This is an optimization exercise on Yosys and OpenROAD, whose aim is small area, not a production implementation.
The RTL was checked by simulation tests, not by an equivalence proof against the original design.
Power is estimated from default activity; no workload was simulated.

==> design.v <==
module TCAM_TOP (
        input                   CLK
       ,input                   RESET
       ,input                   SEARCH
       ,input                   SETTING
       ,input   [DATA_BITS-1:0] KEY
       ,input   [IDWID-1:0]     SETTING_ID
       ,input   [MASKWID-1:0]   SETTING_MASKID
       ,input   [IDWID-1:0]     SETTING_PRIORITY
       ,output  [IDWID-1:0]     RULEID
       ,output                  SETTING_COMPLETE
       ,output                  SEARCH_COMPLETE
       ,output                  MISMATCH
       ,input                     DDR3_AVL_INIT
       ,input   [SDRAM_DATA-1:0]  DDR3_AVL_READDATA
       ,input                     DDR3_AVL_WAITREQUEST
       ,input                     DDR3_AVL_READDATAVALID
       ,output                    DDR3_AVL_READ
       ,output                    DDR3_AVL_WRITE
       ,output  [SDRAM_ADDR-1:0]  DDR3_AVL_ADDRESS
       ,output  [SDRAM_DATA-1:0]  DDR3_AVL_WRITEDATA
       ,output                    DDR3_AVL_BURSTCOUNT
       ,output                    DDR3_AVL_INITCOMPLETE
	);
    parameter   DATA_BITS = 128;  
    parameter   FRAGMENTS = 8;	 
    parameter   FRAG_BITS = 3;	 
    parameter   IDWID     = 16;   
    parameter   MASKWID   = 18;
    parameter   SDRAM_ADDR = 19;
    parameter   SDRAM_DATA = 256;
    localparam  FRAG_WID  = (DATA_BITS/FRAGMENTS);
    localparam  ADDR_WID  = FRAG_BITS+FRAG_WID;
    localparam  PRIOWID   = IDWID;
    localparam  KWID      = DATA_BITS;
    localparam  SEGWID    = 2+IDWID+MASKWID+KWID+PRIOWID;  
    wire [ DATA_BITS-1:0 ] in_key      = KEY;
    wire [     IDWID-1:0 ] in_id       = SETTING_ID;
    wire [   MASKWID-1:0 ] in_maskid   = SETTING_MASKID;
    wire [   PRIOWID-1:0 ] in_priority = SETTING_PRIORITY;
    wire                 w_read;
    wire                 w_write;
    wire  [ADDR_WID-1:0] w_address;
    wire  [  SEGWID-1:0] w_readdata;
    wire  [  SEGWID-1:0] w_writedata;
    wire                 w_waitrequest;
    wire                 w_readdatavalid;
    TCAM_CONTROLLER
    #( 
        .DATA_BITS            ( DATA_BITS ), 
        .FRAGMENTS            ( FRAGMENTS ), 
        .FRAG_BITS            ( FRAG_BITS ), 
        .IDWID                ( IDWID     ),
        .MASKWID              ( MASKWID   )
    )    
    TCAM_TOP_INST    
    (
        .CLK                  ( CLK              ),
        .RESET                ( RESET            ),
        .SEARCH               ( SEARCH           ),   
        .SETTING              ( SETTING          ),   
        .KEY                  ( in_key           ),   
        .SETTING_ID           ( in_id            ),   
        .SETTING_MASKID       ( in_maskid        ),   
        .SETTING_PRIORITY     ( in_priority      ),   
        .RULEID               ( RULEID           ),   
        .SETTING_COMPLETE     ( SETTING_COMPLETE ),   
        .SEARCH_COMPLETE      ( SEARCH_COMPLETE  ),   
        .MISMATCH             ( MISMATCH         ),   
        .SDRAM_READ           ( w_read           ),
        .SDRAM_WRITE          ( w_write          ),
        .SDRAM_ADDRESS        ( w_address        ),
        .SDRAM_READDATA       ( w_readdata       ),
        .SDRAM_WRITEDATA      ( w_writedata      ),
        .SDRAM_WAITREQUEST    ( w_waitrequest    ),
        .SDRAM_READDATAVALID  ( w_readdatavalid  )
    );
    SDRAM_CONTROLLER  
    #(
        .ADDR_WID                   ( SDRAM_ADDR ),
        .DATA_WID                   ( SDRAM_DATA )
    )	
    SDRAM_CONTROLLER_INST 
    (
        .CLK                        ( CLK                    ),
        .RESET                      ( RESET                  ),
        .AVM_M0_WAITREQUEST         ( DDR3_AVL_WAITREQUEST   ),
        .AVM_M0_READDATA            ( DDR3_AVL_READDATA      ),
        .AVM_M0_READDATAVALID       ( DDR3_AVL_READDATAVALID ),
        .AVM_M0_READ                ( DDR3_AVL_READ          ),
        .AVM_M0_WRITE               ( DDR3_AVL_WRITE         ),
        .AVM_M0_WRITEDATA           ( DDR3_AVL_WRITEDATA     ),
        .AVM_M0_ADDRESS             ( DDR3_AVL_ADDRESS       ),	
        .AVM_M0_BURSTCOUNT          ( DDR3_AVL_BURSTCOUNT    ),
        .AVM_S0_INIT                ( DDR3_AVL_INIT          ),   
        .AVM_S0_READ                ( w_read                 ),   
        .AVM_S0_WRITE               ( w_write                ),   
        .AVM_S0_ADDRESS             ( w_address              ),   
        .AVM_S0_WRITEDATA           ( w_writedata            ),   
        .AVM_S0_READDATA            ( w_readdata             ),   
        .AVM_S0_WAITREQUEST         ( w_waitrequest          ),   
        .AVM_S0_READDATAVALID       ( w_readdatavalid        ),   
        .AVM_S0_INITCOMPLETE        ( DDR3_AVL_INITCOMPLETE  )    
    );
endmodule
module TCAM_CONTROLLER  (
        input                       CLK
       ,input                       RESET
       ,input                       SEARCH
       ,input                       SETTING
       ,input     [    KWID-1:0 ]   KEY
       ,input     [   IDWID-1:0 ]   SETTING_ID
       ,input     [ MASKWID-1:0 ]   SETTING_MASKID
       ,input     [ PRIOWID-1:0 ]   SETTING_PRIORITY
       ,output    [   IDWID-1:0 ]   RULEID
       ,output                      SETTING_COMPLETE
       ,output                      SEARCH_COMPLETE
       ,output                      MISMATCH
       ,input     [   SEGWID-1:0 ]  SDRAM_READDATA
       ,input                       SDRAM_WAITREQUEST
       ,input                       SDRAM_READDATAVALID
       ,output                      SDRAM_READ
       ,output                      SDRAM_WRITE
       ,output    [ ADDR_WID-1:0 ]  SDRAM_ADDRESS
       ,output    [   SEGWID-1:0 ]  SDRAM_WRITEDATA
	);
    parameter   DATA_BITS = 10;  
    parameter   FRAGMENTS = 5;	 
    parameter   FRAG_BITS = 3;	 
    parameter   IDWID     = 2;   
    parameter   MASKWID   = 5;
    localparam  FRAG_WID  = (DATA_BITS/FRAGMENTS);
    localparam  ADDR_WID  = FRAG_BITS+FRAG_WID;
    localparam  PRIOWID   = IDWID;
    localparam  KWID      = DATA_BITS;
    localparam  SEGWID    = 2+IDWID+MASKWID+KWID+PRIOWID;  
    reg                  search_en_sync1;
    reg                  setting_en_sync1;
    reg  [   KWID-1:0]	 key_sync1;
    reg  [  IDWID-1:0]	 setting_id_sync1;
    reg  [MASKWID-1:0]   setting_maskid_sync1;
    reg  [PRIOWID-1:0]   setting_priority_sync1;
    always @(posedge CLK or posedge RESET)
    begin 
        if (RESET) begin 
            key_sync1              <= 0;
            search_en_sync1        <= 0;
            setting_en_sync1       <= 0;
            setting_id_sync1       <= 0;
            setting_maskid_sync1   <= 0;
            setting_priority_sync1 <= 0;
        end 
        else begin
            key_sync1		       <= KEY;
            search_en_sync1        <= SEARCH;
            setting_en_sync1       <= SETTING;
            setting_id_sync1       <= SETTING_ID;
            setting_maskid_sync1   <= SETTING_MASKID;
            setting_priority_sync1 <= SETTING_PRIORITY;
        end
    end
    wire                    w_cntl_searchcomplete;	
    wire                    w_cntl_searchdatavalid;
    wire    [SEGWID-1:0] 	w_confirm_segment;
    wire                    w_compare_complete;
    segment_engine  
    #( 
        .DATA_BITS                  ( DATA_BITS ), 
        .FRAGMENTS                  ( FRAGMENTS ), 
        .FRAG_BITS                  ( FRAG_BITS ), 
        .IDWID                      ( IDWID     ),
        .MASKWID                    ( MASKWID   )
    ) 
    SEGMENTATION_INST   
    (
        .clk                        ( CLK                    ),
        .reset                      ( RESET                  ), 
        .i_search                   ( search_en_sync1        ),
        .i_setting                  ( setting_en_sync1       ),
        .i_key                      ( key_sync1              ),
        .i_setting_id               ( setting_id_sync1       ),
        .i_setting_maskid           ( setting_maskid_sync1   ),
        .i_setting_priority         ( setting_priority_sync1 ),
        .o_search_complete          ( w_cntl_searchcomplete  ),
        .o_setting_complete			( SETTING_COMPLETE       ),
        .o_cntl_m0_searchdatavalid  ( w_cntl_searchdatavalid ),
        .i_sdram_readdata           ( SDRAM_READDATA         ),
        .i_sdram_waitrequest        ( SDRAM_WAITREQUEST      ),
        .i_sdram_readdatavalid		( SDRAM_READDATAVALID    ),
        .o_sdram_read               ( SDRAM_READ             ),
        .o_sdram_write              ( SDRAM_WRITE            ),
        .o_sdram_address            ( SDRAM_ADDRESS          ),
        .o_sdram_writedata          ( SDRAM_WRITEDATA        )
    );
    wire [  IDWID-1:0] w_mask_confirm_id;
    wire [MASKWID-1:0] w_mask_confirm_maskid;
    wire [PRIOWID-1:0] w_mask_confirm_priority;
    wire [   KWID-1:0] w_mask_confirm_key;
    wire               w_mask_confirm_id_update;
    wire               w_mask_complete;
    mask_engine 
    #( 
        .DATA_BITS                  ( DATA_BITS ), 
        .FRAGMENTS                  ( FRAGMENTS ), 
        .FRAG_BITS                  ( FRAG_BITS ), 
        .IDWID                      ( IDWID     ),
        .MASKWID                    ( MASKWID   )
    )
    MASK_ENGINE_INST   
    (
        .clk                        ( CLK                      ),
        .reset                      ( RESET                    ),
        .i_sdram_readdata           ( SDRAM_READDATA           ),
        .o_id                       ( w_mask_confirm_id        ),
        .o_maskid                   ( w_mask_confirm_maskid    ),
        .o_confirm_key              ( w_mask_confirm_key       ),
        .o_priority                 ( w_mask_confirm_priority  ),
        .i_cntl_s0_searchdatavalid  ( w_cntl_searchdatavalid   ),
        .i_segment_complete         ( w_cntl_searchcomplete    ),
        .o_id_update                ( w_mask_confirm_id_update ),
        .o_mask_complete            ( w_mask_complete          )
    );
    wire [KWID-1:0] w_pp_key6;
    ffxkclkx #(6,KWID) pp_search_key (CLK,RESET,key_sync1,w_pp_key6);
    wire [  IDWID-1:0]  w_confirm_prio_ruleid;
    wire [PRIOWID-1:0]  w_confirm_prio_priority;
    wire                w_confirm_complete;
    wire                w_confirm_prio_valid;
    confirm_engine 
    #( 
        .DATA_BITS                  ( DATA_BITS ), 
        .FRAGMENTS                  ( FRAGMENTS ), 
        .FRAG_BITS                  ( FRAG_BITS ), 
        .IDWID                      ( IDWID     ),
        .MASKWID                    ( MASKWID   )
    )
    CONFIRM_ENGINE_INST   
    (
        .clk                        ( CLK                      ),
        .reset                      ( RESET                    ),
        .i_key                      ( w_pp_key6                ),
        .i_id                       ( w_mask_confirm_id        ),
        .i_maskid                   ( w_mask_confirm_maskid    ),
        .i_priority                 ( w_mask_confirm_priority  ),
        .i_confirm_key              ( w_mask_confirm_key       ),
        .o_confirm_ruleid           ( w_confirm_prio_ruleid    ),
        .o_confirm_priority         ( w_confirm_prio_priority  ),
        .i_id_update                ( w_mask_confirm_id_update ),     
        .i_mask_complete            ( w_mask_complete          ),
        .o_confirm_complete         ( w_confirm_complete       ), 
        .o_confirm_valid            ( w_confirm_prio_valid     )
    );
    priority_engine 
    #( 
        .DATA_BITS                  ( DATA_BITS ), 
        .FRAGMENTS                  ( FRAGMENTS ), 
        .FRAG_BITS                  ( FRAG_BITS ), 
        .IDWID                      ( IDWID     ),
        .MASKWID                    ( MASKWID   )
    )
    PRIORITY_ENGINE_INST    
    (   
        .clk                        ( CLK                     ),
        .reset                      ( RESET                   ),
        .i_confirm_ruleid           ( w_confirm_prio_ruleid   ),
        .i_confirm_priority         ( w_confirm_prio_priority ),
        .o_final_id                 ( RULEID                  ), 
        .o_mismatch                 ( MISMATCH                ),
        .i_confirm_valid            ( w_confirm_prio_valid    ),
        .i_confirm_complete         ( w_confirm_complete      ),
        .o_priority_complete        ( SEARCH_COMPLETE         )
    );
endmodule
module SDRAM_CONTROLLER (
        input 		                CLK
       ,input 		                RESET
       ,input                       AVM_M0_WAITREQUEST
       ,input       [DATA_WID-1:0]	AVM_M0_READDATA
       ,input                       AVM_M0_READDATAVALID
       ,output                      AVM_M0_READ
       ,output                      AVM_M0_WRITE
       ,output reg  [DATA_WID-1:0]	AVM_M0_WRITEDATA
       ,output reg  [ADDR_WID-1:0]	AVM_M0_ADDRESS
       ,output      [        10:0]  AVM_M0_BURSTCOUNT
       ,input                       AVM_S0_INIT
       ,input                       AVM_S0_READ
       ,input                       AVM_S0_WRITE
       ,input       [ADDR_WID-1:0]  AVM_S0_ADDRESS
       ,input       [DATA_WID-1:0]  AVM_S0_WRITEDATA
       ,output reg  [DATA_WID-1:0]  AVM_S0_READDATA
       ,output                      AVM_S0_INITCOMPLETE
       ,output                      AVM_S0_WAITREQUEST
       ,output                      AVM_S0_READDATAVALID
	);
    parameter ADDR_WID = 27;
    parameter DATA_WID = 32;
    localparam IDLE  = 2'd0;
    localparam INIT  = 2'd1;
    localparam READ  = 2'd2;
    localparam WRITE = 2'd3;
    reg [ADDR_WID-1:0] 	avs_address_sync1;
    reg [DATA_WID-1:0] 	avs_writedata_sync1;
    reg 				avs_init_sync1;
    reg 				avs_read_sync1;
    reg 				avs_write_sync1;
    always @(posedge CLK or posedge RESET)
    begin 
        if (RESET) begin 
            avs_init_sync1  	<= 0;
            avs_read_sync1  	<= 0;
            avs_write_sync1 	<= 0;
            avs_address_sync1 	<= 0;
            avs_writedata_sync1 <= 0;
        end 
        else begin 
            avs_init_sync1  	<= AVM_S0_INIT;
            avs_read_sync1  	<= AVM_S0_READ;
            avs_write_sync1 	<= AVM_S0_WRITE;
            avs_address_sync1 	<= AVM_S0_ADDRESS;
            avs_writedata_sync1 <= AVM_S0_WRITEDATA;
        end
    end
    wire [ADDR_WID-1:0] max_address;
    assign max_address = {ADDR_WID{1'b1}};
    wire max_avm_address;
    assign max_avm_address = (AVM_M0_ADDRESS == max_address) ? 1'b1 : 1'b0;
    reg [3:0] wr_burst_count;
    reg drv_status_waitrequest;
    reg drv_status_init_complete;
    reg drv_status_readdatavalid;
    reg [1:0] current_state;
    always @(posedge CLK or posedge RESET) 	 
    begin 
        if (RESET) begin
            current_state <= IDLE;
            drv_status_init_complete <= 0;
        end
        else begin
            case (current_state)
                IDLE : begin
                    drv_status_waitrequest   <= 1'b0;
                    drv_status_readdatavalid <= 1'b1;
                    if (avs_init_sync1 == 1) begin
                        AVM_M0_ADDRESS   <= 0;
                        AVM_M0_WRITEDATA <= 0;
                        wr_burst_count 	 <= 0;
                        current_state 	 <= INIT;	 
                        drv_status_init_complete <= 0;
                    end
                    else if (avs_read_sync1 == 1) begin 
                        AVM_M0_ADDRESS <= avs_address_sync1;
                        drv_status_readdatavalid <= 1'b0;
                        current_state  <= READ;	 
                    end 
                    else if (avs_write_sync1 == 1) begin
                        AVM_M0_ADDRESS   <= avs_address_sync1;
                        AVM_M0_WRITEDATA <= avs_writedata_sync1;
                        current_state    <= WRITE;  
                    end
                    else begin
                        AVM_M0_ADDRESS   <= AVM_M0_ADDRESS;
                        AVM_M0_WRITEDATA <= AVM_M0_WRITEDATA;
                        current_state <= IDLE; 	 
                    end
                end
                INIT : begin
                    drv_status_waitrequest <= 1'b1;
                    if (!AVM_M0_WAITREQUEST & !max_avm_address) begin 
                        if (wr_burst_count == 0) begin 
                            AVM_M0_ADDRESS <= AVM_M0_ADDRESS + 1;
                            wr_burst_count <= 0;
                        end
                        else begin 
                            wr_burst_count <= wr_burst_count + 1;
                        end
                    end
                    else if (!AVM_M0_WAITREQUEST & max_avm_address) begin 
                        if (wr_burst_count == 0) begin 
                            drv_status_init_complete <= 1;
                            current_state <= IDLE;	 
                        end
                        else begin 
                            wr_burst_count <= wr_burst_count + 1;
                        end
                    end
                    else begin 
                        wr_burst_count <= wr_burst_count + 1;
                    end 
                end
                READ : begin
                    drv_status_waitrequest <= 1'b1;
                    if (!AVM_M0_WAITREQUEST & !AVM_M0_READDATAVALID) begin
                        current_state <= READ;	 
                    end
                    else if (!AVM_M0_WAITREQUEST & AVM_M0_READDATAVALID) begin
                        drv_status_readdatavalid <= 1'b1;
                        current_state <= IDLE; 
                    end
                    else begin
                        current_state <= READ;  
                    end
                end
                WRITE : begin
                    drv_status_waitrequest <= 1'b1;
                    if (!AVM_M0_WAITREQUEST)	current_state <= IDLE;
                    else 						current_state <= WRITE;  
                end 
                default : begin 
                    current_state <= current_state;
                end 
            endcase
        end
    end 
    assign AVM_M0_BURSTCOUNT = 1;
    assign AVM_M0_WRITE = ((current_state==WRITE || current_state==INIT) && RESET==0) ? 1'b1 : 1'b0;
    assign AVM_M0_READ  = (current_state==READ && RESET==0) ? 1'b1 : 1'b0;
    assign AVM_S0_WAITREQUEST   = drv_status_waitrequest;
    assign AVM_S0_INITCOMPLETE  = drv_status_init_complete;
    assign AVM_S0_READDATAVALID = drv_status_readdatavalid;
    always @(posedge CLK or posedge RESET) 
    begin 
        if 		(RESET)					AVM_S0_READDATA <= 0;
        else if (AVM_M0_READDATAVALID)	AVM_S0_READDATA <= AVM_M0_READDATA;
        else 							AVM_S0_READDATA <= AVM_S0_READDATA;
    end 
endmodule
module segment_engine (
        input 					clk
       ,input 					reset
       ,input                   i_search
       ,input                   i_setting
       ,input   [   KWID-1:0]   i_key
       ,input   [MASKWID-1:0]   i_setting_maskid
       ,input   [PRIOWID-1:0]   i_setting_priority
       ,input   [  IDWID-1:0]   i_setting_id
       ,output                  o_search_complete
       ,output                  o_setting_complete
       ,output                  o_cntl_m0_searchdatavalid
       ,input   [ SEGWID-1:0]   i_sdram_readdata
       ,input                   i_sdram_waitrequest
       ,input                   i_sdram_readdatavalid
       ,output                  o_sdram_read
       ,output                  o_sdram_write
       ,output  [ADDR_WID-1:0]  o_sdram_address
       ,output  [  SEGWID-1:0]  o_sdram_writedata
	);
    parameter   DATA_BITS = 10;  
    parameter   FRAGMENTS = 5;	 
    parameter   FRAG_BITS = 3;	 
    parameter   IDWID     = 2;   
    parameter   MASKWID   = 5;
    localparam  FRAG_WID  = (DATA_BITS/FRAGMENTS);
    localparam  ADDR_WID  = FRAG_BITS+FRAG_WID;
    localparam  PRIOWID   = IDWID;
    localparam  KWID      = DATA_BITS;
    localparam  SEGWID    = 2+IDWID+MASKWID+KWID+PRIOWID;  
	reg 				search_en_sync1;
	reg 				setting_en_sync1;
	reg   [   KWID-1:0]	key_sync1;
	reg   [  IDWID-1:0]	setting_id_sync1;
	reg	  [MASKWID-1:0]	setting_maskid_sync1;
    reg   [PRIOWID-1:0] setting_priority_sync1;
	always @(posedge clk or posedge reset)
	begin 
		if (reset) begin 
			key_sync1 		  	   <= 0;
			search_en_sync1   	   <= 0;
			setting_en_sync1  	   <= 0;
			setting_id_sync1  	   <= 0;
			setting_maskid_sync1   <= 0;
            setting_priority_sync1 <= 0;
		end 
		else begin
			key_sync1		       <= i_key;
			search_en_sync1        <= i_search;
			setting_en_sync1       <= i_setting;
			setting_id_sync1       <= i_setting_id;
			setting_maskid_sync1   <= i_setting_maskid;
            setting_priority_sync1 <= i_setting_priority;
		end
	end 
    wire					w_cntl_load;
    wire 					w_cntl_modify;
    wire					w_cntl_shift;
    wire 					w_cntl_search;
    wire 					w_cntl_modify_done;
    wire   [ADDR_WID-1:0]	w_fragment_key;
    fragmentation  
    #( 
        .DATA_BITS                 ( DATA_BITS          ), 
        .FRAGMENTS                 ( FRAGMENTS          ), 
        .FRAG_BITS                 ( FRAG_BITS          ), 
        .IDWID                     ( IDWID              ),
        .MASKWID                   ( MASKWID            )
    )
    FRAGMENT_INST  
    (
        .clk	                   ( clk                ),
        .reset                     ( reset              ),
        .i_key                     ( key_sync1          ),
        .o_fragment_key            ( w_fragment_key     ),
        .i_load				       ( w_cntl_load        ),
        .i_shift                   ( w_cntl_shift       )
    );
    segment_controller 
    #( 
        .FRAGMENTS                 ( FRAGMENTS                 )  
    )	
    SEGMENT_CONTROLLER_INST   
    (
        .clk                       ( clk                       ),
        .reset                     ( reset                     ), 
        .i_search_enable           ( search_en_sync1           ),
        .i_setting_enable          ( setting_en_sync1          ),
        .o_sdram_read              ( o_sdram_read              ),
        .o_sdram_write             ( o_sdram_write             ),
        .i_sdram_waitrequest       ( i_sdram_waitrequest       ),
        .i_sdram_readdatavalid     ( i_sdram_readdatavalid     ),
        .o_cntl_m0_load            ( w_cntl_load               ),
        .o_cntl_m0_modify          ( w_cntl_modify             ),
        .o_cntl_m0_shift           ( w_cntl_shift              ),
        .i_cntl_m0_modify_done     ( w_cntl_modify_done        ),
        .o_cntl_m0_searchdatavalid ( o_cntl_m0_searchdatavalid ),
        .o_search_complete         ( o_search_complete         ),
        .o_setting_complete        ( o_setting_complete        )
    );
    segment_datapath  
    #( 
        .DATA_BITS                 ( DATA_BITS              ), 
        .FRAGMENTS                 ( FRAGMENTS              ), 
        .FRAG_BITS                 ( FRAG_BITS              ), 
        .IDWID                     ( IDWID                  ),
        .MASKWID                   ( MASKWID                )
    )	
    SEGMENT_DATAPATH_INST  
    (
        .clk					   ( clk                    ),
        .reset					   ( reset                  ), 
        .i_setting_id		       ( setting_id_sync1       ),
        .i_setting_key		       ( key_sync1              ),
        .i_setting_maskid		   ( setting_maskid_sync1   ),
        .i_setting_priority        ( setting_priority_sync1 ),
        .i_fragment_key            ( w_fragment_key         ),
        .i_sdram_readdata          ( i_sdram_readdata       ),		
        .o_sdram_writedata		   ( o_sdram_writedata      ),
        .o_sdram_segment_address   ( o_sdram_address        ), 
        .i_cntl_s0_modify          ( w_cntl_modify          ),
        .o_cntl_s0_modify_done     ( w_cntl_modify_done     )
    );
endmodule
module segment_controller (
        input 		 clk
       ,input 		 reset
       ,input 		 i_search_enable
       ,input		 i_setting_enable
       ,input 		 i_sdram_waitrequest
       ,input 		 i_sdram_readdatavalid
       ,output 	reg	 o_sdram_read
       ,output 	reg	 o_sdram_write
       ,input 		 i_cntl_m0_modify_done
       ,output  	 o_cntl_m0_load
       ,output 	reg  o_cntl_m0_modify
       ,output	reg  o_cntl_m0_shift
       ,output  reg  o_cntl_m0_searchdatavalid
       ,output       o_search_complete
       ,output       o_setting_complete
	);
    parameter  FRAGMENTS = 5;	 
    localparam IDLE        = 4'b0000;  
    localparam SHIFT       = 4'b0001;  
    localparam STABLE_RD_1 = 4'b0010;  
    localparam STABLE_RD_2 = 4'b0011;  
    localparam READ        = 4'b0100;  
    localparam MODIFY      = 4'b0101;  
    localparam STABLE_WR   = 4'b0110;  
    localparam WRITE       = 4'b0111;  
    localparam COUNT       = 4'b1000;  
	reg search_mode;
	reg setting_mode;
	reg [3:0] loop_count;  
	reg [3:0] current_state; 
	always @(posedge clk or posedge reset)
	begin 
		if (reset) begin
			loop_count    <= FRAGMENTS;
			search_mode   <= 0;
			setting_mode  <= 0;
			current_state <= IDLE;
			o_sdram_read     <= 0;
			o_sdram_write    <= 0;
			o_cntl_m0_shift  <= 0;
			o_cntl_m0_modify <= 0;
			o_cntl_m0_searchdatavalid <= 0;
		end
		else begin 
			case (current_state) 
				IDLE : begin
					o_sdram_read     <= 0;
					o_sdram_write    <= 0;
					o_cntl_m0_shift  <= 0;
					o_cntl_m0_modify <= 0;
					o_cntl_m0_searchdatavalid <= 0;
					search_mode <= 0;
					setting_mode <= 0;
					loop_count <= FRAGMENTS;
					if (i_setting_enable) begin
						setting_mode  <= 1'b1;   
						current_state <= SHIFT;	 
					end 
					else if (i_search_enable) begin 
						search_mode    <= 1'b1;   
						current_state  <= SHIFT;  
					end 
					else begin 
						current_state <= IDLE;	 
					end 
				end 
				SHIFT : begin 
					o_cntl_m0_shift <= 1'b1;
					current_state <= STABLE_RD_1;  
				end 
				STABLE_RD_1 : begin
					o_cntl_m0_shift <= 1'b0;
					current_state <= STABLE_RD_2;
				end
				STABLE_RD_2 : begin
					current_state <= READ;
				end
				READ : begin
					o_sdram_read    <= 1'b1;  
					if (i_sdram_waitrequest & !i_sdram_readdatavalid) begin 
						o_sdram_read    <= 1'b0;  
						current_state <= READ;  
					end
					else if (i_sdram_waitrequest & i_sdram_readdatavalid & setting_mode) begin
						o_sdram_read    <= 1'b0;  
						current_state <= MODIFY;  
					end
					else if (i_sdram_waitrequest & i_sdram_readdatavalid & search_mode) begin
						o_sdram_read    <= 1'b0;  
						o_cntl_m0_searchdatavalid <= 1'b1;  
						current_state <= COUNT;  
					end 
					else begin 
						current_state <= READ;  
					end 
				end 
				MODIFY : begin
					o_cntl_m0_modify <= 1'b1;  
					if (i_cntl_m0_modify_done == 1) begin 
						o_cntl_m0_modify <= 1'b0;
						current_state  <= STABLE_WR;  
					end 
					else begin
						current_state <= MODIFY;  
					end 
				end 
				STABLE_WR : begin
					o_cntl_m0_modify <= 1'b0;
					current_state <= WRITE;
				end 
				WRITE : begin
					o_sdram_write    <= 1'b1;
					if 	  (i_sdram_waitrequest) 	current_state <= COUNT;	 
					else 						current_state <= WRITE;
				end 
				COUNT : begin
					o_sdram_read  <= 1'b0;
					o_sdram_write <= 1'b0;
					o_cntl_m0_searchdatavalid <= 1'b0;
					if (loop_count > 1) begin 
						loop_count <= loop_count - 1;
						current_state <= SHIFT;  
					end 
					else begin 
						current_state <= IDLE;  
					end 
				end
				default : begin
					current_state <= current_state;
				end	 
			endcase 
		end 
	end
	assign o_cntl_m0_load 	  = (current_state==IDLE & reset==0) ? 1'b1 : 1'b0;
	assign o_search_complete  = (search_mode==0 	 & reset==0) ? 1'b1 : 1'b0;
	assign o_setting_complete = (setting_mode==0 	 & reset==0) ? 1'b1 : 1'b0;
endmodule 
module segment_datapath (
        input                   clk
       ,input                   reset
       ,input   [  IDWID-1:0]   i_setting_id
       ,input   [   KWID-1:0]   i_setting_key
       ,input   [MASKWID-1:0]   i_setting_maskid
       ,input   [PRIOWID-1:0]   i_setting_priority
       ,input   [ SEGWID-1:0]   i_sdram_readdata    
       ,output  [ SEGWID-1:0]   o_sdram_writedata   
       ,input   [ADDR_WID-1:0]	i_fragment_key
       ,output  [ADDR_WID-1:0]	o_sdram_segment_address  
       ,input                   i_cntl_s0_modify
       ,output                  o_cntl_s0_modify_done
    );
    parameter	DATA_BITS = 10;  
    parameter 	FRAGMENTS = 5;	 
    parameter 	FRAG_BITS = 3;	 
    parameter	IDWID     = 2;   
    parameter   MASKWID   = 5;
    localparam 	FRAG_WID  = (DATA_BITS/FRAGMENTS);
    localparam 	ADDR_WID  = FRAG_BITS+FRAG_WID;
    localparam  PRIOWID   = IDWID;
    localparam 	KWID	  = DATA_BITS;
    localparam 	SEGWID	  = 2+IDWID+MASKWID+KWID+PRIOWID;  
    reg [SEGWID-1:0] sdram_readdata;
    always @(posedge clk or posedge reset)
    begin 
        if (reset) begin 
            sdram_readdata <= 0;
        end
        else begin 
            sdram_readdata <= i_sdram_readdata;
        end 
    end 
    addresspath_orientator 
    #( 
        .DATA_BITS                ( DATA_BITS          ), 
        .FRAGMENTS                ( FRAGMENTS          ), 
        .FRAG_BITS                ( FRAG_BITS          )
    )  
    ADDRESS_ORIENTATOR_INST   
    (
        .clk                      (clk),
        .reset                    (reset), 
        .i_fragment_key           (i_fragment_key),
        .o_sdram_segment_address  (o_sdram_segment_address)  
    );
    status_generator 
    #( 
        .DATA_BITS             ( DATA_BITS            ), 
        .FRAGMENTS             ( FRAGMENTS            ), 
        .FRAG_BITS             ( FRAG_BITS            ), 
        .IDWID                 ( IDWID                ),
        .MASKWID               ( MASKWID              )
    )
    STATUS_GENERATOR_INST   
    (
        .clk                   ( clk                   ),
        .reset                 ( reset                 ), 
        .i_modify              ( i_cntl_s0_modify      ),
        .i_setting_id          ( i_setting_id          ),
        .i_setting_key         ( i_setting_key         ),
        .i_setting_maskid      ( i_setting_maskid      ),  
        .i_setting_priority    ( i_setting_priority    ),
        .i_sdram_readdata      ( sdram_readdata        ),
        .o_sdram_writedata     ( o_sdram_writedata     ),  
        .o_modify_complete     ( o_cntl_s0_modify_done )
    );
endmodule
module addresspath_orientator (
        input						clk,
        input 						reset, 
        input		[ADDR_WID-1:0]	i_fragment_key,
        output 	reg [ADDR_WID-1:0]	o_sdram_segment_address  
	);
    parameter	DATA_BITS = 10;  
    parameter 	FRAGMENTS = 5;	 
    parameter 	FRAG_BITS = 3;	 
    localparam 	FRAG_WID  = (DATA_BITS/FRAGMENTS);
    localparam 	ADDR_WID  = FRAG_BITS+FRAG_WID;
	always @(posedge clk or posedge reset)
	begin 
		if   (reset)	o_sdram_segment_address <= 0;
		else 			o_sdram_segment_address <= i_fragment_key;
	end
endmodule
module status_generator (
        input			            clk
       ,input 			            reset 
       ,input 						i_modify
       ,input       [    KWID-1:0 ] i_setting_key
       ,input  		[   IDWID-1:0 ]	i_setting_id
       ,input 		[ MASKWID-1:0 ]	i_setting_maskid
       ,input       [ PRIOWID-1:0 ] i_setting_priority
       ,input		[  SEGWID-1:0 ]	i_sdram_readdata
       ,output 	reg	[  SEGWID-1:0 ]	o_sdram_writedata
       ,output 	 					o_modify_complete
	);
    parameter   DATA_BITS = 10;  
    parameter   FRAGMENTS = 5;	 
    parameter   FRAG_BITS = 3;	 
    parameter   IDWID     = 2;   
    parameter   MASKWID   = 5;
    localparam  FRAG_WID  = (DATA_BITS/FRAGMENTS);
    localparam  ADDR_WID  = FRAG_BITS+FRAG_WID;
    localparam  PRIOWID   = IDWID;
    localparam  KWID      = DATA_BITS;
    localparam  SEGWID    = 2+IDWID+MASKWID+KWID+PRIOWID;  
    localparam IDLE     = 0;
    localparam MODIFY   = 1;
    localparam COMPLETE = 2;
    wire cell_empty;
    assign cell_empty = ~i_sdram_readdata[SEGWID-2];
    reg [		1:0] current_state;
    reg [SEGWID-1:0] writedata_mod;
    reg				 reg_modify_complete;
    always @(posedge clk or posedge reset) 
    begin 
        if (reset) begin
            writedata_mod <= 0;
            current_state <= IDLE;
            reg_modify_complete	<= 0;
        end
        else begin 
            case (current_state)
                IDLE : begin
                    reg_modify_complete <= 1'b0;
                    if   (i_modify)	current_state <= MODIFY;  
                    else            current_state <= IDLE;  
                end 
                MODIFY : begin
                    reg_modify_complete <= 1'b0;
                    if (cell_empty) begin 
                        writedata_mod <= {2'b01, i_setting_id, i_setting_maskid, i_setting_key, i_setting_priority};
                        reg_modify_complete <= 1'b1;
                        current_state <= COMPLETE;	 
                    end
                    else begin 
                        writedata_mod <= {2'b11, i_sdram_readdata[SEGWID-3:0]};
                        reg_modify_complete <= 1'b1;
                        current_state <= COMPLETE;	 
                    end 
                end 
                COMPLETE : begin 
                    reg_modify_complete <= 1'b1;
                    current_state <= IDLE;  
                end 
                default : begin 
                    writedata_mod <= writedata_mod;
                end 
            endcase 
        end 
    end
    always @(posedge clk or posedge reset)
    begin 
        if (reset) begin 
            o_sdram_writedata <= 0;
        end 
        else if (reg_modify_complete) begin 
            o_sdram_writedata <= writedata_mod;
        end
        else begin 
            o_sdram_writedata <= o_sdram_writedata;
        end 
    end 
    assign o_modify_complete = reg_modify_complete;
endmodule
module fragmentation (
        input                       clk
       ,input                       reset
       ,input       [    KWID-1:0]  i_key
       ,output reg  [ADDR_WID-1:0]  o_fragment_key
       ,input                       i_load
       ,input                       i_shift
	);
    parameter   DATA_BITS = 10;  
    parameter   FRAGMENTS = 5;	 
    parameter   FRAG_BITS = 3;	 
    parameter   IDWID     = 2;   
    parameter   MASKWID   = 5;
    localparam  FRAG_WID  = (DATA_BITS/FRAGMENTS);
    localparam  ADDR_WID  = FRAG_BITS+FRAG_WID;
    localparam  PRIOWID   = IDWID;
    localparam  KWID      = DATA_BITS;
    localparam  SEGWID    = 2+IDWID+MASKWID+KWID+PRIOWID;  
    wire [FRAG_WID-1:0] zeros;
    assign zeros = {FRAG_WID{1'b0}};
    reg [     KWID-1:0] shift_register;
    reg [FRAG_BITS-1:0] prefix_address;
    always @(posedge clk or posedge reset)
    begin 
        if (reset) begin
            o_fragment_key <= 0;		
            shift_register <= 0;
            prefix_address <= 0;
        end 
        else if (i_load) begin 
            shift_register <= i_key;
            prefix_address <= 0;
        end
        else if (i_shift) begin
            prefix_address <= prefix_address + 1;
            o_fragment_key <= {prefix_address, shift_register[FRAG_WID-1:0]};
            shift_register <= {zeros, shift_register[KWID-1:FRAG_WID]};
        end 
        else begin
            prefix_address <= prefix_address;
            shift_register <= shift_register; 
        end
    end 
endmodule
module mask_engine (
        input                         clk
       ,input                         reset
       ,input       [  SEGWID-1:0 ]   i_sdram_readdata    
       ,output      [   IDWID-1:0 ]   o_id
       ,output      [ MASKWID-1:0 ]   o_maskid
       ,output      [    KWID-1:0 ]   o_confirm_key
       ,output      [ PRIOWID-1:0 ]   o_priority
       ,input                         i_cntl_s0_searchdatavalid
       ,input                         i_segment_complete
       ,output                        o_id_update
       ,output                        o_mask_complete
    );
    parameter	DATA_BITS = 10;  
    parameter 	FRAGMENTS = 5;	 
    parameter 	FRAG_BITS = 3;	 
    parameter	IDWID     = 2;   
    parameter   MASKWID   = 5;
    localparam  PRIOWID   = IDWID;
    localparam 	KWID	  = DATA_BITS;
    localparam 	SEGWID	  = 2+IDWID+MASKWID+KWID+PRIOWID;  
    reg               r_id_valid;
    reg [  IDWID-1:0] r_id;
    reg [MASKWID-1:0] r_maskid;
    reg [   KWID-1:0] r_confirm_key;
    reg [PRIOWID-1:0] r_priority;
    always @(posedge clk or posedge reset)
    begin 
        if (reset) begin 
            r_id_valid    <= 'h0;
            r_id          <= 'h0;
            r_maskid      <= 'h0;
            r_priority    <= 'h0;
            r_confirm_key <= 'h0;
        end
        else if (i_cntl_s0_searchdatavalid) begin
            r_id_valid    <= (~i_sdram_readdata[SEGWID-1] & i_sdram_readdata[SEGWID-2]);  
            r_id          <= i_sdram_readdata[       SEGWID-3:KWID+MASKWID+PRIOWID ];
            r_maskid      <= i_sdram_readdata[ KWID+MASKWID+PRIOWID-1:KWID+PRIOWID ];
            r_confirm_key <= i_sdram_readdata[ KWID+PRIOWID-1:PRIOWID ];
            r_priority    <= i_sdram_readdata[      PRIOWID-1:0            ];
        end 
    end
    reg r_searchdatavalid_sync1;
    always @(posedge clk or posedge reset)
    begin 
        if (reset)  r_searchdatavalid_sync1 <= 0;
        else        r_searchdatavalid_sync1 <= i_cntl_s0_searchdatavalid;
    end 
    wire p_searchdatavalid; 
    assign p_searchdatavalid = (i_cntl_s0_searchdatavalid & ~r_searchdatavalid_sync1);
    reg r_segment_complete_sync1;
    always @(posedge clk or posedge reset)
    begin 
        if   (reset) r_segment_complete_sync1 <= 0;
        else         r_segment_complete_sync1 <= i_segment_complete;
    end 
    wire p_segment_complete;
    assign p_segment_complete = (i_segment_complete & ~r_segment_complete_sync1);
    wire p_segment_processing;
    assign p_segment_processing = (~i_segment_complete & r_segment_complete_sync1);
    reg [        1:0] ro_id_valid;
    reg [  IDWID-1:0] ro_id;
    reg [MASKWID-1:0] ro_maskid;
    reg [   KWID-1:0] ro_confirm_key;
    reg [PRIOWID-1:0] ro_priority;
    always @(posedge clk or posedge reset)
    begin 
        if (reset) begin 
            ro_id          <= 'h0;
            ro_maskid      <= 'h0;
            ro_priority    <= 'h0;
            ro_confirm_key <= 'h0;
        end
        else if (p_segment_complete) begin 
            ro_id          <= 'h0;
            ro_maskid      <= 'h0;
            ro_priority    <= 'h0;
            ro_confirm_key <= 'h0;
        end
        else if (r_id_valid) begin 
            ro_id          <= r_id;
            ro_maskid      <= r_maskid;
            ro_priority    <= r_priority;
            ro_confirm_key <= r_confirm_key;
        end  
        else begin 
            ro_id          <= ro_id;
            ro_maskid      <= ro_maskid;
            ro_priority    <= ro_priority;
            ro_confirm_key <= ro_confirm_key;
        end 
    end
    assign o_id          = ro_id;            
    assign o_maskid      = ro_maskid;     
    assign o_priority    = ro_priority;   
    assign o_confirm_key = ro_confirm_key;
    wire w_new_id;
    assign w_new_id = ~p_segment_complete & p_searchdatavalid & r_id_valid;
    reg ro_id_update;
    always @(posedge clk or posedge reset)
    begin 
        if      ( reset        )  ro_id_update <= 1'b0;
        else if ( w_new_id     )  ro_id_update <= 1'b1;
        else if ( ro_id_update )  ro_id_update <= 1'b0;
        else                      ro_id_update <= ro_id_update;
    end 
    assign o_id_update = ro_id_update;
    reg ro_mask_complete;
    always @(posedge clk or posedge reset)
    begin 
        if      ( reset                )  ro_mask_complete <= 1'b0;
        else if ( p_segment_complete   )  ro_mask_complete <= 1'b1;
        else if ( p_segment_processing )  ro_mask_complete <= 1'b0;
        else                              ro_mask_complete <= ro_mask_complete;
    end
    assign o_mask_complete = ro_mask_complete;
endmodule
module confirm_engine (
        input                       clk
       ,input                       reset
       ,input   [     KWID-1:0 ]    i_key
       ,input   [    IDWID-1:0 ]    i_id
       ,input   [  MASKWID-1:0 ]    i_maskid
       ,input   [  PRIOWID-1:0 ]    i_priority
       ,input   [     KWID-1:0 ]    i_confirm_key
       ,output  [    IDWID-1:0 ] 	o_confirm_ruleid
       ,output  [  PRIOWID-1:0 ]    o_confirm_priority
       ,input                       i_id_update       
       ,input                       i_mask_complete
       ,output                      o_confirm_complete
       ,output                      o_confirm_valid
	);
    parameter   DATA_BITS = 10;  
    parameter   FRAGMENTS = 5;	 
    parameter   FRAG_BITS = 3;	 
    parameter   IDWID     = 2;   
    parameter   MASKWID   = 5;
    localparam  FRAG_WID  = (DATA_BITS/FRAGMENTS);
    localparam  PRIOWID   = IDWID;
    localparam  KWID      = DATA_BITS;
    localparam  SEGWID    = 2+IDWID+MASKWID+KWID+PRIOWID;  
    localparam  CNFM_WID  = (DATA_BITS/MASKWID);
    reg r_mask_complete_sync1;
    always @(posedge clk or posedge reset)
    begin 
        if   (reset) r_mask_complete_sync1 <= 0;
        else         r_mask_complete_sync1 <= i_mask_complete;
    end 
    wire p_mask_complete;
    assign p_mask_complete = (i_mask_complete & ~r_mask_complete_sync1);
    wire p_mask_processing;
    assign p_mask_processing = (~i_mask_complete & r_mask_complete_sync1);
    reg [   KWID-1:0] r_key;
    reg [  IDWID-1:0] r_id;
    reg [MASKWID-1:0] r_maskid;
    reg [   KWID-1:0] r_confirm_key;
    reg [PRIOWID-1:0] r_priority; 
    always @(posedge clk or posedge reset)
    begin 
        if (reset) begin 
            r_key         <= 'h0;
            r_id          <= 'h0;
            r_maskid      <= 'h0;
            r_priority    <= 'h0;
            r_confirm_key <= 'h0;
        end 
        else if (p_mask_complete) begin 
            r_key         <= i_key;
            r_id          <= 'h0;
            r_maskid      <= 'h0;
            r_priority    <= 'h0;
            r_confirm_key <= 'h0;
        end 
        else if (i_id_update) begin 
            r_key         <= i_key;
            r_id          <= i_id;
            r_maskid      <= i_maskid;
            r_priority    <= i_priority;
            r_confirm_key <= i_confirm_key;
        end 
        else begin 
            r_key         <= r_key;
            r_id          <= r_id;
            r_maskid      <= r_maskid;
            r_priority    <= r_priority;
            r_confirm_key <= r_confirm_key;
        end 
    end 
    reg [MASKWID-1:0] r_id_match_vector;
    generate 
        genvar mask_idx;
    for (mask_idx = 0; mask_idx < MASKWID; mask_idx=mask_idx+1)
        begin: mask_bit
            always @(posedge clk or posedge reset)
            begin 
                if (reset) begin
                    r_id_match_vector[mask_idx] <= 0;
                end 
                else begin 
                    r_id_match_vector[mask_idx] <= (r_maskid[mask_idx]) ? 1'b1 : (r_confirm_key[(CNFM_WID+(CNFM_WID*mask_idx)-1):(CNFM_WID*mask_idx)] == r_key[(CNFM_WID+(CNFM_WID*mask_idx)-1):(CNFM_WID*mask_idx)]);
                end
            end
        end
    endgenerate
    wire w_id_match;
    assign w_id_match = &r_id_match_vector;
    reg [  IDWID-1:0] ro_confirm_ruleid;
    reg [PRIOWID-1:0] ro_confirm_priority;
    reg               ro_confirm_valid;
    always @(posedge clk or posedge reset)
    begin 
        if      ( reset      )  ro_confirm_ruleid <= 'h0;
        else if ( w_id_match )  ro_confirm_ruleid <= r_id;   
        else                    ro_confirm_ruleid <= ro_confirm_ruleid;
    end
    always @(posedge clk or posedge reset)
    begin 
        if      ( reset      )  ro_confirm_priority <= 'h0;
        else if ( w_id_match )  ro_confirm_priority <= r_priority; 
        else                    ro_confirm_priority <= ro_confirm_priority;
    end 
    always @(posedge clk or posedge reset) 
    begin 
        if      ( reset            )  ro_confirm_valid <= 1'b0;
        else if ( w_id_match       )  ro_confirm_valid <= 1'b1;
        else if ( ro_confirm_valid )  ro_confirm_valid <= 1'b0;
        else                          ro_confirm_valid <= ro_confirm_valid;
    end 
    assign o_confirm_ruleid   = ro_confirm_ruleid;
    assign o_confirm_priority = ro_confirm_priority;
    assign o_confirm_valid    = ro_confirm_valid;
    reg ro_confirm_complete; 
    always @(posedge clk or posedge reset)
    begin 
        if      ( reset             ) ro_confirm_complete <= 1'b0;
        else if ( p_mask_complete   ) ro_confirm_complete <= 1'b1;
        else if ( p_mask_processing ) ro_confirm_complete <= 1'b0;
        else                          ro_confirm_complete <= ro_confirm_complete;
    end 
    assign o_confirm_complete = ro_confirm_complete;
endmodule
module priority_engine (
        input                   clk
       ,input                   reset
       ,input  [   IDWID-1:0 ]  i_confirm_ruleid
       ,input  [ PRIOWID-1:0 ]  i_confirm_priority
       ,output [   IDWID-1:0 ]  o_final_id
       ,output                  o_mismatch
       ,input                   i_confirm_valid
       ,input                   i_confirm_complete
       ,output                  o_priority_complete
    );
    parameter	DATA_BITS = 10;  
    parameter 	FRAGMENTS = 5;	 
    parameter 	FRAG_BITS = 3;	 
    parameter	IDWID     = 2;   
    parameter   MASKWID   = 5;
    localparam  PRIOWID   = IDWID;
    localparam  KWID      = DATA_BITS;
    localparam  SEGWID    = 2+IDWID+MASKWID+KWID+PRIOWID;  
    reg r_confirm_complete_sync1;
    always @(posedge clk or posedge reset)
    begin 
        if   (reset) r_confirm_complete_sync1 <= 0;
        else         r_confirm_complete_sync1 <= i_confirm_complete;
    end 
    wire p_confirm_complete;
    assign p_confirm_complete = (i_confirm_complete & ~r_confirm_complete_sync1);
    wire p_confirm_processing; 
    assign p_confirm_processing = (~i_confirm_complete & r_confirm_complete_sync1);
    reg [  IDWID-1:0] r_confirm_ruleid;
    reg [PRIOWID-1:0] r_confirm_priority;
    always @(posedge clk or posedge reset)
    begin 
        if (reset) begin 
            r_confirm_ruleid   <= 'h0;
            r_confirm_priority <= 'h0;
        end 
        else if (i_confirm_complete) begin 
            r_confirm_ruleid   <= 'h0;
            r_confirm_priority <= 'h0;
        end
        else if (i_confirm_valid) begin 
            r_confirm_ruleid   <= i_confirm_ruleid;
            r_confirm_priority <= i_confirm_priority;
        end  
        else begin 
            r_confirm_ruleid   <= r_confirm_ruleid;  
            r_confirm_priority <= r_confirm_priority;
        end 
    end 
    wire w_id_select; 
    assign w_id_select = (r_confirm_priority > r_stored_priority) ? 1'b1 : 1'b0;
    reg [  IDWID-1:0] r_stored_id; 
    reg [PRIOWID-1:0] r_stored_priority;
    always @(posedge clk or posedge reset)
    begin 
        if (reset) begin 
            r_stored_id       <= 'h0;
            r_stored_priority <= 'h0;
        end 
        else if (p_confirm_complete) begin 
            r_stored_id       <= 'h0;
            r_stored_priority <= 'h0;
        end
        else if (w_id_select) begin 
            r_stored_id       <= r_confirm_ruleid;
            r_stored_priority <= r_confirm_priority;
        end
        else begin 
            r_stored_id       <= r_stored_id;
            r_stored_priority <= r_stored_priority;      
        end 
    end 
    wire w_id_match;
    assign w_id_match = ( i_confirm_valid & ~i_confirm_complete );
    reg ro_mismatch;
    always @(posedge clk or posedge reset)
    begin 
        if      ( reset              ) ro_mismatch <= 1'b1;  
        else if ( p_confirm_complete ) ro_mismatch <= 1'b1;
        else if ( w_id_match         ) ro_mismatch <= 1'b0;
        else                           ro_mismatch <= ro_mismatch;
    end
    assign o_mismatch = ro_mismatch;
    reg ro_priority_complete;
    always @(posedge clk or posedge reset)
    begin 
        if      ( reset                )  ro_priority_complete <= 1'b0;
        else if ( p_confirm_complete   )  ro_priority_complete <= 1'b1;
        else if ( p_confirm_processing )  ro_priority_complete <= 1'b0;
        else                              ro_priority_complete <= 1'b0;
    end
    assign o_priority_complete = ro_priority_complete;
    reg [IDWID-1:0] ro_final_id;
    always @(posedge clk or posedge reset)
    begin 
        if   ( reset )  ro_final_id <= 'h0;
        else            ro_final_id <= r_stored_id;    
    end 
    assign o_final_id = ro_final_id;
endmodule
module ffxkclk
    (
     clk,
     rst,
     idat,
     odat
     );
parameter           K = 3;     
input               clk,
                    rst;
input               idat;
output              odat;
wire                odat;
reg [K-1:0]         shift_dat;
wire [K:0]          shift_in;
assign              shift_in = {shift_dat,idat};
always @ (posedge clk)
    begin
    shift_dat <= shift_in[K-1:0];
    end
assign odat = shift_dat[K-1];
endmodule 
module ffxkclkx
    (
     clk,
     rst,
     idat,
     odat
     );
parameter           K = 3;   
parameter           W = 10;  
input               clk;
input               rst;
input [W-1:0]       idat;
output [W-1:0]      odat;
wire [W-1:0]        odat;
generate
    genvar bit_idx;
for (bit_idx=0;bit_idx<W;bit_idx=bit_idx+1'b1)
    begin: i_bit
    ffxkclk #(K)    flxodat (clk,rst,idat[bit_idx],odat[bit_idx]);
    end
endgenerate
endmodule 
==> run.sh <==
#!/bin/bash
# synth_recipe.tcl (not shown) runs the flow's synth.tcl, then flattens the netlist and writes it again
# the make line also repeats each setting of config.mk as NAME=value (left out here)
make -C /OpenROAD-flow-scripts/flow DESIGN_CONFIG=/design/flow/config.mk WORK_HOME=/design/flow/orfs CLKGATE_MAP_FILE= SYNTH_SCRIPT=/design/flow/synth_recipe.tcl finish
==> config.mk <==
export PLATFORM = sky130hd
export DESIGN_NAME = TCAM_TOP
export DESIGN_NICKNAME = TCAM_TOP
export VERILOG_FILES = /design/flow/design.v
export SDC_FILE = /design/flow/constraint.sdc
export NUM_CORES = 4
export LEC_CHECK = 0
export CAP_MARGIN = 20
export CORE_MARGIN = 2
export CORE_UTILIZATION = 40
export SLEW_MARGIN = 20
==> constraint.sdc <==
create_clock -name core_clock -period 10.0 [get_ports {CLK}]
set_input_delay 2.0000 -clock core_clock [delete_from_list [all_inputs] [get_ports {CLK}]]
set_output_delay 2.0000 -clock core_clock [all_outputs]
set_load 0.01 [all_outputs]
==> run notes <==
## through the flow
stage,utilization [%],area [µm²],instances
floorplan,-,105000,6988
global placement,43.8,114000,10600
detailed placement,43.8,114000,10600
CTS,48.2,125000,11200
global route,48.2,125000,11200
finish,48.2,125000,11200
## metal layers
layer	track usage, %	wire [µm]	vias up
met3	3.16	10200	364
met5	0	61	-
met1	25.4	110000	27500
li1	-	-	24600
met2	29.9	117000	1102
met4	4.70	5380	10
## logic make-up after synthesis
family,Yosys count,share of synthesized area [%]
AO/OA/AOI/OAI,415,2.43
buffers and inverters,450,2.03
flip-flops,3227,74.7
XOR/XNOR,150,1.26
adder cells (fa/ha/maj),27,0.323
other,2,0.00719
multiplexers,1361,13.9
AND/OR/NAND/NOR,1281,5.43
## critical path: stages
cell	delay [ns]
clkdlybuf4s50_1	0.77
nor3_1	0.32
clkdlybuf4s50_1	0.57
## worst min path at each step
stage,from,to
after global routing,flip-flop,flip-flop
final,flip-flop,flip-flop
after CTS,flip-flop,flip-flop
after global placement,flip-flop,flip-flop
after floorplan,flip-flop,flip-flop
after detailed placement,flip-flop,flip-flop
## layout make-up
class                      count  area (µm²)
fill                       22200      134000
sequential                  3227       78000
multi-input combinational   3311       24700
clock buffer                 489       10100
timing repair buffer         658        6720
tap                         3402        4260
clock inverter               117        1320
inverter                      36         139
antenna                        7        17.5
## power breakdown
group / switching [mW] / internal, mW / leakage (nW)
sequential: 1.67 / 15.9 / 35.8
clock: 4.99 / 7.68 / 5.65
combinational: 2.68 / 2.64 / 12.7
total: 9.35 / 26.2 / 54.1
## Yosys cell counts (4+ instances only)
library cell | number | area share [%]
nor2b_1 | 184 | 1.1
o21ai_0 | 25 | 0.12
nand3_1 | 62 | 0.30
nor2_1 | 617 | 2.2
o221ai_2 | 30 | 0.43
nand2_1 | 299 | 1.1
mux2_2 | 675 | 7.3
dfxtp_1 | 756 | 14
buf_4 | 83 | 0.60
mux2i_1 | 675 | 6.5
edfxtp_1 | 205 | 5.9
and3_1 | 6 | 0.036
buf_2 | 41 | 0.20
xnor2_1 | 64 | 0.54
nand2b_1 | 4 | 0.024
nor3_1 | 8 | 0.038
nor4_1 | 23 | 0.14
a21oi_1 | 193 | 0.92
nand3b_1 | 17 | 0.12
mux2_1 | 11 | 0.12
ha_1 | 27 | 0.32
clkbuf_1 | 240 | 0.86
o21ai_1 | 125 | 0.60
nand4_1 | 43 | 0.26
a41o_1 | 18 | 0.17
buf_1 | 45 | 0.16
inv_1 | 35 | 0.13
xor2_1 | 86 | 0.72
dfrtp_1 | 2264 | 54
## layout by cell type, fill, tap and decap left out, types with 7 or more instances in the layout
master | netlist | final
dfrtp_1 | 2264 | 2256
dfxtp_1 | 756 | 756
mux2_2 | 675 | 675
mux2i_1 | 675 | 675
nor2_1 | 617 | 616
clkdlybuf4s50_1 | 0 | 584
clkbuf_16 | 0 | 354
nand2_1 | 299 | 297
edfxtp_1 | 205 | 205
a21oi_1 | 193 | 193
nor2b_1 | 184 | 184
o21ai_1 | 125 | 124
xor2_1 | 86 | 86
conb_1 | 2 | 77
clkbuf_8 | 0 | 74
xnor2_1 | 64 | 64
nand3_1 | 62 | 62
clkbuf_1 | 240 | 61
clkinv_2 | 0 | 57
buf_4 | 83 | 49
nand4_1 | 43 | 43
inv_1 | 35 | 34
o221ai_2 | 30 | 30
bufinv_16 | 0 | 26
o21ai_0 | 25 | 25
ha_1 | 27 | 24
nor4_1 | 23 | 23
buf_12 | 3 | 21
a41o_1 | 18 | 18
nand3b_1 | 17 | 17
mux2_1 | 11 | 11
clkinv_1 | 0 | 11
clkinvlp_4 | 0 | 10
diode_2 | 0 | 7
dfrtp_4 | 0 | 7
nor3_1 | 8 | 7
==> metrics.md <==
| Metric | Value |
|---|---|
| Hpwl dp | `155 mm` |
| Syn Std Cell Area | `104000 µm²` |
| Tmin final | `5.67 ns` |
| Top_reg_cell synth | `dfrtp_1` |
| Routed WL | `242 mm` |
| Remaining Overflow, GRT | `0` |
| Die Y | `515 µm` |
| Reg clk slew, reported paths | `0.06 ns` |
| Vias in the first global route | `56100` |
| Vias post-DR | `53600` |
| Async set-reset flop share out of synthesis | `70.2%` |
| Total number of clock tree sinks | `3227` |
| Synth cell types | `61` |
| Iter 0 DRT Violations | `3528` |
| Post-synth EDFFs | `205` |
| First-pass GRT wire length | `366 mm` |
| RR Endpoint | `TCAM_TOP_INST.CONFIRM_ENGINE_INST.r_key[78]` |
| Final Cycle Share | `56.7%` |
| Arr. time, crit path | `3.67 ns` |
| Relative slew slack | `26.8%` |
| Seq/Total Area, Yosys | `74.7%` |
| Clock buffer depth | `4` |
| Initial Util | `40.2%` |
| Gr usage total | `18.3%` |
| DRC viols | `0` |
| Setup_tns | `0 ns` |
| Critical Path Start | `RESET` |
| PostCTS Resize Cnt | `0` |
| Power, Total | `35.5 mW` |
| ANT nets after route | `0` |
| CTS tree | `built` |
| CP Class | `in2out` |
| Worst VDD drop | `0.000174 V` |
| Avg Cell Area, Syn | `15.1 µm²` |
| Power density cells | `284 nW/µm²` |
| Maximum fanout along the worst path | `10` |
| CTS Buf Count | `338` |
| Hold path cells | `0` |
| Final Skew | `0.0965 ns` |
| Core region area | `260000 µm²` |
| Status | `finished clean` |
| Vias per cell | `4.76` |
| Worst-Skew Late Latency | `0.97 ns` |
| Fmax | `0.177 GHz` |
| Die X | `515 µm` |
| CTS HTree Levels | `5` |
| Wirelength per Cell | `21.5 µm` |
| Buffers on Ports | `585` |
| FF+latch count, synth | `3227` |
| CP endpoint kind | `output pin` |
| Leak pwr | `54.1 nW` |
| Maxcap violations | `0` |
| Max-slew violation count | `0` |
| Initial antenna violation count | `16` |
| Nets | `8040` |
| Cells after synthesis | `6913` |
| Die Area | `265000 µm²` |
| RSZ-0062 raised after global routing | `no` |
| Synth Warn # | `15` |
| R2R Setup Slk | `6.58 ns` |
| Final WS setup | `4.33 ns` |
| Drt pass-1 iters | `5` |
| Measured slew at the worst slew-check pin | `1.10 ns` |
| Largest net degree at the start of global routing | `182` |
| Post-CTS Setup Bufs | `0` |
| Required @ worst endpoint | `8.00 ns` |
| Dpl ws | `4.28 ns` |
| Critical Path Start Type | `input port` |
| Worst setup path end | `DDR3_AVL_READ` |
| Hold_buf cts | `0` |
| Final Hold Fails | `0` |
| Share of cells above drive strength 1 | `17.1%` |
| HP Class | `reg2reg` |
| Cell row count | `187` |
| Worst Reg-to-Reg Cells | `5` |
| I/O pins | `739` |
| Final setup fails | `0` |
| Final Hold Slack | `0.256 ns` |
| GPL Wtd Cong | `0.804` |
| Clock root buffer | `clkbuf_16` |
| RR Startpoint | `TCAM_TOP_INST.MASK_ENGINE_INST.ro_mask_complete` |
| Area growth syn-to-layout | `19.9%` |

[separate check: timing with driven ports]
No port has a modelled driver above. Below, the same layout with a new extraction and two added sets of constraints.
Step 1 (the two cells are an assumption about what drives the block):
set clk [get_ports {CLK}]
set_driving_cell -lib_cell sky130_fd_sc_hd__clkbuf_16 $clk
set_driving_cell -lib_cell sky130_fd_sc_hd__buf_2 [delete_from_list [all_inputs] $clk]
Step 2 moves the port delays by t, midway between the first and last clock arrival at a register: inputs arrive t later, outputs are due t later. That takes back most of the time a late clock gives input paths.
Three values: ideal ports, drivers, drivers and shift; two values: the first two.
t, ns: 1.008
setup WS [ns]: 4.335 / 4.307 / 4.307
hold slack, ns: 0.256 / 0.256 / 0.256
latest minus earliest clock arrival (ns): 0.111 / 0.111
After both steps this run still meets setup and hold. The setup slack of this run moves by -0.028 ns with the drivers and by -0.028 ns with both steps.
